This design comes from an exercise in tuning for small area and a short achievable clock period on the open sky130 flow, not from production work.
Function was checked by simulation only, so behaviour that the tests miss may differ from the original.
No activity file was given, so power comes from the tool's default toggle rates.

==> flow/design.v <==
module Pipeline_Computer#(parameter WIDTH=32)(
	input clk,
	input reset,
	input [3:0] debug_reg_select,
	output [31:0] debug_reg_out,
	output [31:0] PCFetch,
	input [31:0] Instr,
	output [31:0] DataAdr,
	output [31:0] WriteData,
	output MemWrite,
	input [31:0] ReadData
);
reg  [31:0] PC;
reg  [31:0] InstrD;
reg  [31:0] PCPlus4D;
reg  [31:0] RD1E;           
reg  [31:0] RD2E;           
reg  [31:0] ImmE;           
reg  [3:0]  WA3E;
reg  [1:0]  shtE;
reg  [4:0]  shamtE;
reg         useImmE, useRD2E, ALUSrcE;
reg         fA_M, fA_W, fA_R, fB_M, fB_W, fB_R;
reg         BranchE, RegWriteE, MemWriteE, MemtoRegE, PCSrcE, FlagWriteE;
reg  [3:0]  CondE;
reg         addE, subE, orrE, movE;
reg  [31:0] ALUOutM, WriteDataM;
reg  [3:0]  WA3M;
reg         PCSrcM, RegWriteM, MemWriteM, MemtoRegM;
reg  [31:0] ResultW;
reg  [3:0]  WA3W;
reg         PCSrcW, RegWriteW;
reg         Zf, Zc;
wire [31:0] PCPlus4F = PC + 32'd4;
assign PCFetch = PC;
wire [1:0] OpD    = InstrD[27:26];
wire [5:0] FunctD = InstrD[25:20];
wire [3:0] cmdD   = InstrD[24:21];
wire [3:0] RnD    = InstrD[19:16];
wire [3:0] RdD    = InstrD[15:12];
wire [3:0] RmD    = InstrD[3:0];
wire op00 = (OpD == 2'b00);
wire op01 = (OpD == 2'b01);
wire op10 = (OpD == 2'b10);
wire cADD = (cmdD == 4'b0100);
wire cSUB = (cmdD == 4'b0010);
wire cAND = (cmdD == 4'b0000);
wire cORR = (cmdD == 4'b1100);
wire cMOV = (cmdD == 4'b1101);
wire cCMP = (cmdD == 4'b1010);
wire cBX  = (cmdD == 4'b1001);
wire RegWriteD  = (op00 & (cADD | cSUB | cAND | cORR | cMOV)) | (op01 & FunctD[0]) | (op10 & FunctD[5] & FunctD[4]);
wire FlagWriteD = op00 & (cADD | cSUB | cAND | cORR | cCMP);
wire BranchD    = (op00 & cBX) | op10;
wire MemWriteD  = op01 & ~FunctD[0];
wire MemtoRegD  = op01 & FunctD[0];
wire ALUSrcD    = op01 | op10;
wire addD = op01 | op10 | (op00 & cADD);
wire subD = op00 & (cSUB | cCMP);
wire orrD = op00 & cORR;
wire movD = op00 & (cMOV | cBX);
wire RegSrc0 = op10 & FunctD[5];
wire RegSrc1 = (op01 & ~FunctD[0]) | (op10 & FunctD[5] & FunctD[4]);
wire PCSrcD = (RdD == 4'd15) & (FunctD != 6'b001001) & RegWriteD;
wire L = InstrD[24] & InstrD[27] & ~InstrD[26];
wire [3:0] RA1D = RegSrc0 ? 4'd15 : RnD;
wire [3:0] RA2D = RegSrc1 ? RdD : RmD;
wire [7:0]  imm8 = InstrD[7:0];
wire [4:0]  rot  = {InstrD[11:8], 1'b0};
wire [63:0] rotx = {24'd0, imm8, 24'd0, imm8} >> rot;
wire [31:0] rotimm = rotx[31:0];
wire [31:0] ImmD = op01 ? {20'd0, InstrD[11:0]} :
                   op10 ? {{6{InstrD[23]}}, InstrD[23:0], 2'b00} : rotimm;
wire        wen  = RegWriteW | L;
wire [3:0]  wdst = L ? 4'd14 : WA3W;
wire [31:0] wdat = (L ? PCPlus4D : ResultW) & {32{~reset}};
wire [31:0] rf [0:15];
genvar gi;
generate
	for (gi = 0; gi < 15; gi = gi + 1) begin : regs
		reg [31:0] q;
		always @(posedge clk)
			if (reset | (wen & (wdst == gi)))
				q <= wdat;
		assign rf[gi] = q;
	end
endgenerate
assign rf[15] = PCPlus4F;
wire [31:0] RD1 = rf[RA1D];
wire [31:0] RD2 = rf[RA2D];
assign debug_reg_out = rf[debug_reg_select];
wire CondEx;
wire BranchTakenE = BranchE & CondEx;
wire LDRstall   = MemtoRegE & ((RA1D == WA3E) | (RA2D == WA3E));
wire PCWrPending = PCSrcD | PCSrcE | PCSrcM;
wire StallF = LDRstall ^ PCWrPending;
wire StallD = LDRstall;
wire FlushD = PCWrPending ^ PCSrcW ^ BranchTakenE;
wire FlushE = LDRstall ^ BranchTakenE;
wire flE = reset | FlushE;
wire [3:0] nRA1E = flE ? 4'd0 : RA1D;
wire [3:0] nRA2E = flE ? 4'd0 : RA2D;
wire [3:0] nWA3M = reset ? 4'd0 : WA3E;
wire [3:0] nWA3W = reset ? 4'd0 : WA3M;
wire nRWM = ~reset & RegWriteE & CondEx;
wire nRWW = ~reset & RegWriteM;
wire nAM = nRWM & (nRA1E == nWA3M);
wire nAW = ~nAM & nRWW & (nRA1E == nWA3W);
wire nBM = nRWM & (nRA2E == nWA3M);
wire nBW = ~nBM & nRWW & (nRA2E == nWA3W);
assign CondEx = (CondE == 4'd0)  ? Zc  :
                (CondE == 4'd1)  ? ~Zc :
                (CondE == 4'd12) ? ~Zc :
                (CondE == 4'd13) ? Zc  :
                (CondE == 4'd3) | (CondE == 4'd5) | (CondE == 4'd7) | (CondE == 4'd9) |
                (CondE == 4'd10) | (CondE == 4'd14);
wire [31:0] SrcA = ({32{fA_M}} & ALUOutM) | ({32{fA_W}} & ResultW) | ({32{fA_R}} & RD1E);
wire [31:0] SrcB = ({32{fB_M}} & ALUOutM) | ({32{fB_W}} & ResultW) | ({32{fB_R}} & RD2E);
wire [63:0] shr = {(shtE[1] ? (shtE[0] ? SrcB : {32{SrcB[31]}}) : 32'd0), SrcB} >> shamtE;
wire [31:0] shifted = (shtE == 2'b00) ? SrcB << shamtE : shr[31:0];
wire [31:0] opB = useImmE ? ImmE : useRD2E ? RD2E : shifted;
wire [31:0] sum = SrcA + (opB ^ {32{subE}}) + {31'd0, subE};
wire [31:0] ALUResultE = (addE | subE) ? sum :
                         orrE ? (SrcA | opB) :
                         movE ? opB : (SrcA & opB);
wire [31:0] zX = SrcA;
wire [31:0] zY = opB ^ {32{subE}};
wire [31:0] zP = zX ^ zY;
wire [31:0] zK = zX | zY;
wire zArith = &(zP ~^ {zK[30:0], subE});
wire zLogic = ~|(orrE ? (SrcA | opB) : movE ? opB : (SrcA & opB));
wire Z_OUT = (addE | subE) ? zArith : zLogic;
wire [31:0] BranchSum = SrcA + ImmE;
wire [31:0] BranchTarget = ALUSrcE ? BranchSum : (useRD2E ? RD2E : SrcB);
wire [31:0] PCnext = BranchTakenE ? BranchTarget : (PCSrcW ? ResultW : PCPlus4F);
always @(posedge clk) begin
	if (reset) PC <= 32'd0;
	else if (~StallF) PC <= PCnext;
	if (reset | FlushD) InstrD <= 32'd0;
	else if (~StallD) InstrD <= Instr;
	if (~StallD) PCPlus4D <= PCPlus4F;
	RD1E <= RD1;
	ImmE <= ImmD;
	RD2E   <= flE ? 32'd0 : RD2;
	WA3E   <= flE ? 4'd0 : RdD;
	shtE   <= flE ? 2'd0 : InstrD[6:5];
	shamtE <= flE ? 5'd0 : InstrD[11:7];
	useImmE <= ~reset & (ALUSrcD | (~FlushE & InstrD[25] & ~cBX));
	useRD2E <= ~reset & ~ALUSrcD & ~FlushE & cBX;
	ALUSrcE <= ~reset & ALUSrcD;
	fA_M <= nAM;
	fA_W <= nAW;
	fA_R <= ~flE & ~nAM & ~nAW;
	fB_M <= nBM;
	fB_W <= nBW;
	fB_R <= ~nBM & ~nBW;
	BranchE    <= ~reset & BranchD;
	RegWriteE  <= ~reset & RegWriteD & ~op10 & (FunctD != 6'b000010);
	MemWriteE  <= ~reset & MemWriteD;
	MemtoRegE  <= ~reset & MemtoRegD;
	PCSrcE     <= ~reset & PCSrcD;
	FlagWriteE <= ~reset & FlagWriteD;
	CondE      <= reset ? 4'd0 : InstrD[31:28];
	addE <= ~reset & addD;
	subE <= ~reset & subD;
	orrE <= ~reset & orrD;
	movE <= ~reset & movD;
	if (reset) begin
		Zf <= 1'b0;
		Zc <= 1'b0;
	end else if (FlagWriteE) begin
		Zf <= Z_OUT;
		Zc <= Zf;
	end
	ALUOutM    <= reset ? 32'd0 : ALUResultE;
	WriteDataM <= reset ? 32'd0 : RD2E;
	WA3M       <= nWA3M;
	PCSrcM     <= ~reset & PCSrcE & CondEx;
	RegWriteM  <= nRWM;
	MemWriteM  <= ~reset & MemWriteE & CondEx;
	MemtoRegM  <= ~reset & MemtoRegE;
	ResultW   <= MemtoRegM ? ReadData : ALUOutM;
	WA3W      <= nWA3W;
	PCSrcW    <= ~reset & PCSrcM;
	RegWriteW <= nRWW;
end
assign DataAdr   = ALUOutM;
assign WriteData = WriteDataM;
assign MemWrite  = MemWriteM;
endmodule
Settings: LEC_CHECK=0, CAP_MARGIN=20, CORE_MARGIN=2, CORE_UTILIZATION=52, PLACE_DENSITY=0.65, SETUP_SLACK_MARGIN=4.5, SLEW_MARGIN=20, TNS_END_PERCENT=5; clock period 10.0 ns.
standard.sh (not shown) runs the stock make flow with config.mk's settings and CLKGATE_MAP_FILE= SYNTH_SCRIPT=/design/flow/synth_recipe.tcl, a recipe that flattens the netlist after the stock synthesis.
==> flow/flow/run.sh <==
#!/bin/bash
# Own layout flow: the standard flow (standard.sh) with two changes:
#  - synthesis maps with flow/abc_speed.script instead of ORFS's abc_speed.script
#    (everything else in synthesis is the standard script, so registers keep
#    their standard names and cells);
#  - the port buffers that global placement inserts are buf_2 cells.
set -euo pipefail
W=$PWD
PORTBUF="BUFFER_PORTS_ARGS=-buffer_cell sky130_fd_sc_hd__buf_2"

# ORFS scripts with only the ABC mapping script replaced, used for synthesis only
rm -rf "$W/synth_scripts"
cp -r "$FLOW_HOME/scripts" "$W/synth_scripts"
cp "$W/flow/abc_speed.script" "$W/synth_scripts/abc_speed.script"

bash standard.sh "SCRIPTS_DIR=$W/synth_scripts" "$PORTBUF" synth > "$W/synth.log" 2>&1
bash standard.sh "$PORTBUF" > "$W/layout.log" 2>&1
test -f "$W/out/final.def"
==> flow/flow/abc_speed.script <==
&get -n
&st
&dch
&nf -R 1000
&put
buffer -c
topo
stime -c
upsize -c
dnsize -c
Rerun with:
--- a/flow/design.v
+++ b/flow/design.v
@@ -131,6 +131,5 @@
 wire zLogic = ~|(orrE ? (SrcA | opB) : movE ? opB : (SrcA & opB));
 wire Z_OUT = (addE | subE) ? zArith : zLogic;
-wire [31:0] BranchSum = SrcA + ImmE;
-wire [31:0] BranchTarget = ALUSrcE ? BranchSum : (useRD2E ? RD2E : SrcB);
+wire [31:0] BranchTarget = ALUSrcE ? sum : opB;
 wire [31:0] PCnext = BranchTakenE ? BranchTarget : (PCSrcW ? ResultW : PCPlus4F);
 always @(posedge clk) begin
Effect: The changed run completed with no timing, DRC or antenna violations; area after synthesis went down by 3.7%; total power went down by 1.0%; clock skew went down by 0.031 ns; routed wire length went down by 4.5%; clock-buffer cell count went up by 3.

-- port drivers added, routing unchanged --
In the flow no input, the clock included, has a driving cell. The finished layouts below were timed again as built, in two steps. Step 1 assumes that a clkbuf_16 drives the clock port and a buf_2 every other input. Step 2 also shifts input and output timing later by t, the mid clock arrival at the registers, as if the neighbouring blocks saw the same clock. a / b / c = ideal / step 1 / step 2; a / b = the first two.
run | t, ns | setup WS [ns] | worst register clock-pin slew, ns | pins driven straight from the clock port
the first run | 0.764 | 4.000 / 3.951 / 3.951 | 0.07 / 0.07 | 1
the second run | 0.733 | 3.885 / 3.832 / 3.883 | 0.08 / 0.08 | 1
After both steps setup and hold are still met in every run listed. For the first run, which loses most, drivers alone change the setup slack by -0.049 ns; drivers and shift together by -0.049 ns.
